Context: an optimization exercise on an open-source flow, tuned for small area. The choices shown serve that exercise and are no tape-out recipe. Function was checked by simulation only, so behaviour that the tests miss may differ from the original. The clock input has no modelled driver; a real chip could not lean on it and would need a root buffer or a full tree. Power figures rest on the tool's default switching activity, not on a simulated workload.

build 46:
Design sdram_ctrl, start of the top module:
module sdram_ctrl #(
    parameter CLK_FREQ_MHZ	= 100,	 
    parameter POWERUP_DELAY	= 200,	 
    parameter REFRESH_MS	= 64,	 
    parameter BURST_LENGTH	= 8,	 
    parameter ROW_WIDTH	    = 13,	 
    parameter COL_WIDTH	    = 9,	 
    parameter BA_WIDTH	    = 2,	 
    parameter tCAC		    = 2,	 
    parameter tRAC		    = 5,	 
    parameter tRP		    = 2,	 
    parameter tRC		    = 7,	 
    parameter tMRD		    = 2	     
)
(
    input			        sdram_rst,
    input			        sdram_clk,
    output	[BA_WIDTH-1:0]	ba_o,
    output		            [12:0]  a_o,
    output			        cs_n_o,
    output			        ras_n_o,
    output			        cas_n_o,
    output			        we_n_o,
    output reg	[15:0]	    dq_o,
    output reg	[1:0]	    dqm_o,
    input		[15:0]	    dq_i,
    output		        	dq_oe_o,
    output			        cke_o,
    output			        idle_o,
    input		[31:0]	    adr_i,
    output reg	[31:0]	    adr_o,
    input		[15:0]	    dat_i,
    output reg	[15:0]	    dat_o,
    input		[1:0]	    sel_i,
    input			        acc_i,
    output		        ack_o,
    input			        we_i
);
    localparam [3:0]
  ...
For scale: ~160 flip-flops, roughly 160 I/O pins, about 6000 sq um of cells after synthesis.
Settings: LEC_CHECK=0, CAP_MARGIN=0, CORE_MARGIN=2, CORE_UTILIZATION=60, SLEW_MARGIN=0; clock period 10.0 ns.
standard.sh (not shown) runs the stock make flow with config.mk's settings and CLKGATE_MAP_FILE= SYNTH_SCRIPT=/design/flow/synth_recipe.tcl, a recipe that flattens the netlist after the stock synthesis.
==> flow/flow/run.sh <==
#!/bin/bash
# The standard layout (standard.sh) with:
#  - the standard flow's synthesis script, but ABC maps for area (flow/abc_area.script)
#  - sky130_fd_sc_hd__buf_1 as the port buffers
#  - after CTS, a balanced two-level clock tree of clkbuf_4 in place of the
#    one CTS built, with leaf buffers whose slew is high upsized
#    (flow/clk_hook.tcl)
# ORFS writes each step's log under orfs/logs; make's output is in make_finish.log.
set -euo pipefail
here=$(pwd)
{
  echo "set ::area_abc_script $here/flow/abc_area.script"
  cat flow/abc_override.tcl
  cat synth_recipe.tcl
} > area_synth.tcl
bash standard.sh \
  "SYNTH_SCRIPT=$here/area_synth.tcl" \
  "BUFFER_PORTS_ARGS=-buffer_cell sky130_fd_sc_hd__buf_1" \
  "CTS_ARGS=-sink_clustering_enable -repair_clock_nets -buf_list sky130_fd_sc_hd__clkbuf_4 -dont_use_dummy_load" \
  "POST_CTS_TCL=$here/flow/clk_hook.tcl" \
  finish > make_finish.log 2>&1
Other scripts of this flow, unchanged in this note and not shown: flow/flow/abc_area.script, flow/flow/abc_override.tcl, flow/flow/clk_fix.tcl, flow/flow/clk_hook.tcl, flow/flow/clk_tree.tcl
Here is what was changed in the inputs of build 87 compared with build 46.
Settings: CORE_UTILIZATION now 75, was 60.
[summary]
In the reports for build 87 and build 46, the larger cell count after placement belongs to build 46. Relative to build 46, the combinational group power of build 87 is higher by about 6%. Build 87 reports a higher shortest clock period the worst path allows after layout than build 46 does. Min cell area after layout across build 87 and build 46: build 87. The count of buffering cells on the critical path with inverters included was comparable across build 87 and build 46. Taking build 46 as the reference, in build 87 wire length of the first global-routing pass went up by 15%, total met3 wirelength after detailed routing went up by about 120%, total chip power went up by 0.65%.
In every run of this note, the design's own scripts or RTL, not TritonCTS, make the clock network.


v35:
sdram_ctrl again, from the RTL that the note above started with.
==> flow/config.mk <==
export PLATFORM = sky130hd
export DESIGN_NAME = sdram_ctrl
export DESIGN_NICKNAME = sdram_ctrl
export VERILOG_FILES = /design/flow/design.v
export SDC_FILE = /design/flow/constraint.sdc
export NUM_CORES = 4
export LEC_CHECK = 0
export CAP_MARGIN = 20
export CORE_MARGIN = 2
export CORE_UTILIZATION = 70
export SLEW_MARGIN = 20
==> flow/constraint.sdc <==
create_clock -name core_clock -period 10.0 [get_ports {sdram_clk}]
set_input_delay 2.0000 -clock core_clock [delete_from_list [all_inputs] [get_ports {sdram_clk}]]
set_output_delay 2.0000 -clock core_clock [all_outputs]
set_load 0.01 [all_outputs]
==> flow/flow/run.sh <==
#!/bin/bash
# The standard layout (standard.sh) with:
#  - the standard flow's synthesis script, but ABC maps for area (flow/abc_area.script)
#  - sky130_fd_sc_hd__buf_1 as the port buffers
#  - a clock tree of clkbuf_4 without dummy loads, with the leaf buffers that
#    drive many flip-flops upsized after CTS (flow/clk_fix.tcl)
# ORFS writes each step's log under orfs/logs; make's output is in make_finish.log.
set -euo pipefail
here=$(pwd)
{
  echo "set ::area_abc_script $here/flow/abc_area.script"
  cat flow/abc_override.tcl
  cat synth_recipe.tcl
} > area_synth.tcl
bash standard.sh \
  "SYNTH_SCRIPT=$here/area_synth.tcl" \
  "BUFFER_PORTS_ARGS=-buffer_cell sky130_fd_sc_hd__buf_1" \
  "CTS_ARGS=-sink_clustering_enable -repair_clock_nets -buf_list sky130_fd_sc_hd__clkbuf_4 -dont_use_dummy_load" \
  "POST_CTS_TCL=$here/flow/clk_fix.tcl" \
  finish > make_finish.log 2>&1
==> flow/flow/abc_area.script <==
&get -n
&st
&deepsyn -J 200
&dch
&nf -a -R 1000
&put
==> flow/flow/abc_override.tcl <==
# Run Yosys's abc with an area-oriented ABC script in place of the one the
# ORFS synthesis script passes; everything else in the synthesis is unchanged.
proc abc {args} {
  set i [lsearch -exact $args -script]
  if {$i >= 0} { lset args [expr {$i + 1}] $::area_abc_script }
  yosys abc {*}$args
}
==> flow/flow/clk_fix.tcl <==
set_propagated_clock [all_clocks]
set cf_limit 0.110
set cf_next [dict create sky130_fd_sc_hd__clkbuf_4 sky130_fd_sc_hd__clkbuf_8 sky130_fd_sc_hd__clkbuf_8 sky130_fd_sc_hd__clkbuf_16]
for {set cf_pass 0} {$cf_pass < 4} {incr cf_pass} {
  estimate_parasitics -placement
  set cf_up {}
  foreach inst [get_cells -filter "ref_name =~ sky130_fd_sc_hd__clkbuf_*"] {
    set out [get_pins -of_objects $inst -filter "direction == output"]
    set leaf 0
    foreach p [get_pins -of_objects [get_nets -of_objects $out] -filter "direction == input"] {
      if {![string match sky130_fd_sc_hd__clkbuf_* [get_property [get_cells -of_objects $p] ref_name]]} { set leaf 1 }
    }
    set slew [get_property $out slew_max]
    set ref [get_property $inst ref_name]
    puts "clk_fix: pass $cf_pass [get_full_name $inst] $ref leaf $leaf estimated slew $slew"
    if {$leaf && $slew > $cf_limit && [dict exists $cf_next $ref]} { lappend cf_up $inst }
  }
  if {[llength $cf_up] == 0} { break }
  foreach inst $cf_up {
    set ref [dict get $cf_next [get_property $inst ref_name]]
    replace_cell $inst $ref
    puts "clk_fix: [get_full_name $inst] -> $ref"
  }
}
detailed_placement
check_placement -verbose
estimate_parasitics -placement
Input-level comparison between v9 and v35:
--- a/flow/config.mk
+++ b/flow/config.mk
@@ -8 +8 @@
-export CAP_MARGIN = 20
+export CAP_MARGIN = 0
@@ -10,2 +10,2 @@
-export CORE_UTILIZATION = 70
-export SLEW_MARGIN = 20
+export CORE_UTILIZATION = 60
+export SLEW_MARGIN = 0
[summary]
Diff v9..v35 | area growth from synthesis to final layout | negligible
Number of buffer cells added on primary ports came out exactly the same in v9 and v35.
Re final-report max-slew violation count: no difference whatsoever between v9 and v35.
Leakage dissipation of v9 falls short of that of v35 slightly.
In the route summary, v9 ends up with a via count below that of v35.
Summary — clock share of power, v9 relative to v35: lower, by 0.5 points.
v9 vs. v35: shortest period the worst path allows now sits lower, hold slack now sits higher, global-route wire length before repair now sits lower, smallest setup slack after layout now sits higher.
Here is what was changed in the inputs of v14 compared with v9.
--- a/flow/config.mk
+++ b/flow/config.mk
@@ -8 +8 @@
-export CAP_MARGIN = 0
+export CAP_MARGIN = 20
@@ -11 +11 @@
-export SLEW_MARGIN = 0
+export SLEW_MARGIN = 20
[summary]
Comparing v14 against v9, there is no change at all in flip-flop and latch count.
The hold slack was comparable across v14 and v9.
Going from v9 to v14, non-clock buffer count moved up, sequential cell power closely matched the old numbers, wire length -0.96%.

## separate check: timing with driven ports
How much do the figures lean on ideal ports? The routed layouts below were timed once more, with nothing changed but the port constraints. Step 1 (the two cells are an assumption about what drives the block):
set clk [get_ports {sdram_clk}]
set_driving_cell -lib_cell sky130_fd_sc_hd__clkbuf_16 $clk
set_driving_cell -lib_cell sky130_fd_sc_hd__buf_2 [delete_from_list [all_inputs] $clk]
Step 2, shift: input delay + t, output delay - t, t = (earliest + latest rising clock arrival at the registers) / 2. This alone moves slack from input paths to output paths. Three values: no drivers, after step 1, after step 2; two values: the first two.
| run | t, ns | setup slack, ns | worst setup path at the end | pins driven straight from the clock port |
|---|---|---|---|---|
| build 46 | 0.591 | 4.328 / 4.334 / 3.743 | input to register | 1 |
| build 87 | 0.580 | 3.406 / 3.417 / 2.837 | input to register | 1 |
| v35 | 0.568 | 4.000 / 4.004 / 3.436 | input to register | 1 |
| v9 | 0.540 | 4.130 / 4.137 / 3.597 | input to register | 1 |
| v14 | 0.540 | 4.173 / 4.180 / 3.640 | input to register | 1 |
After both steps every run listed still meets setup and hold. For build 46, which loses most, drivers alone change the setup slack by +0.006 ns; drivers and shift together by -0.585 ns.
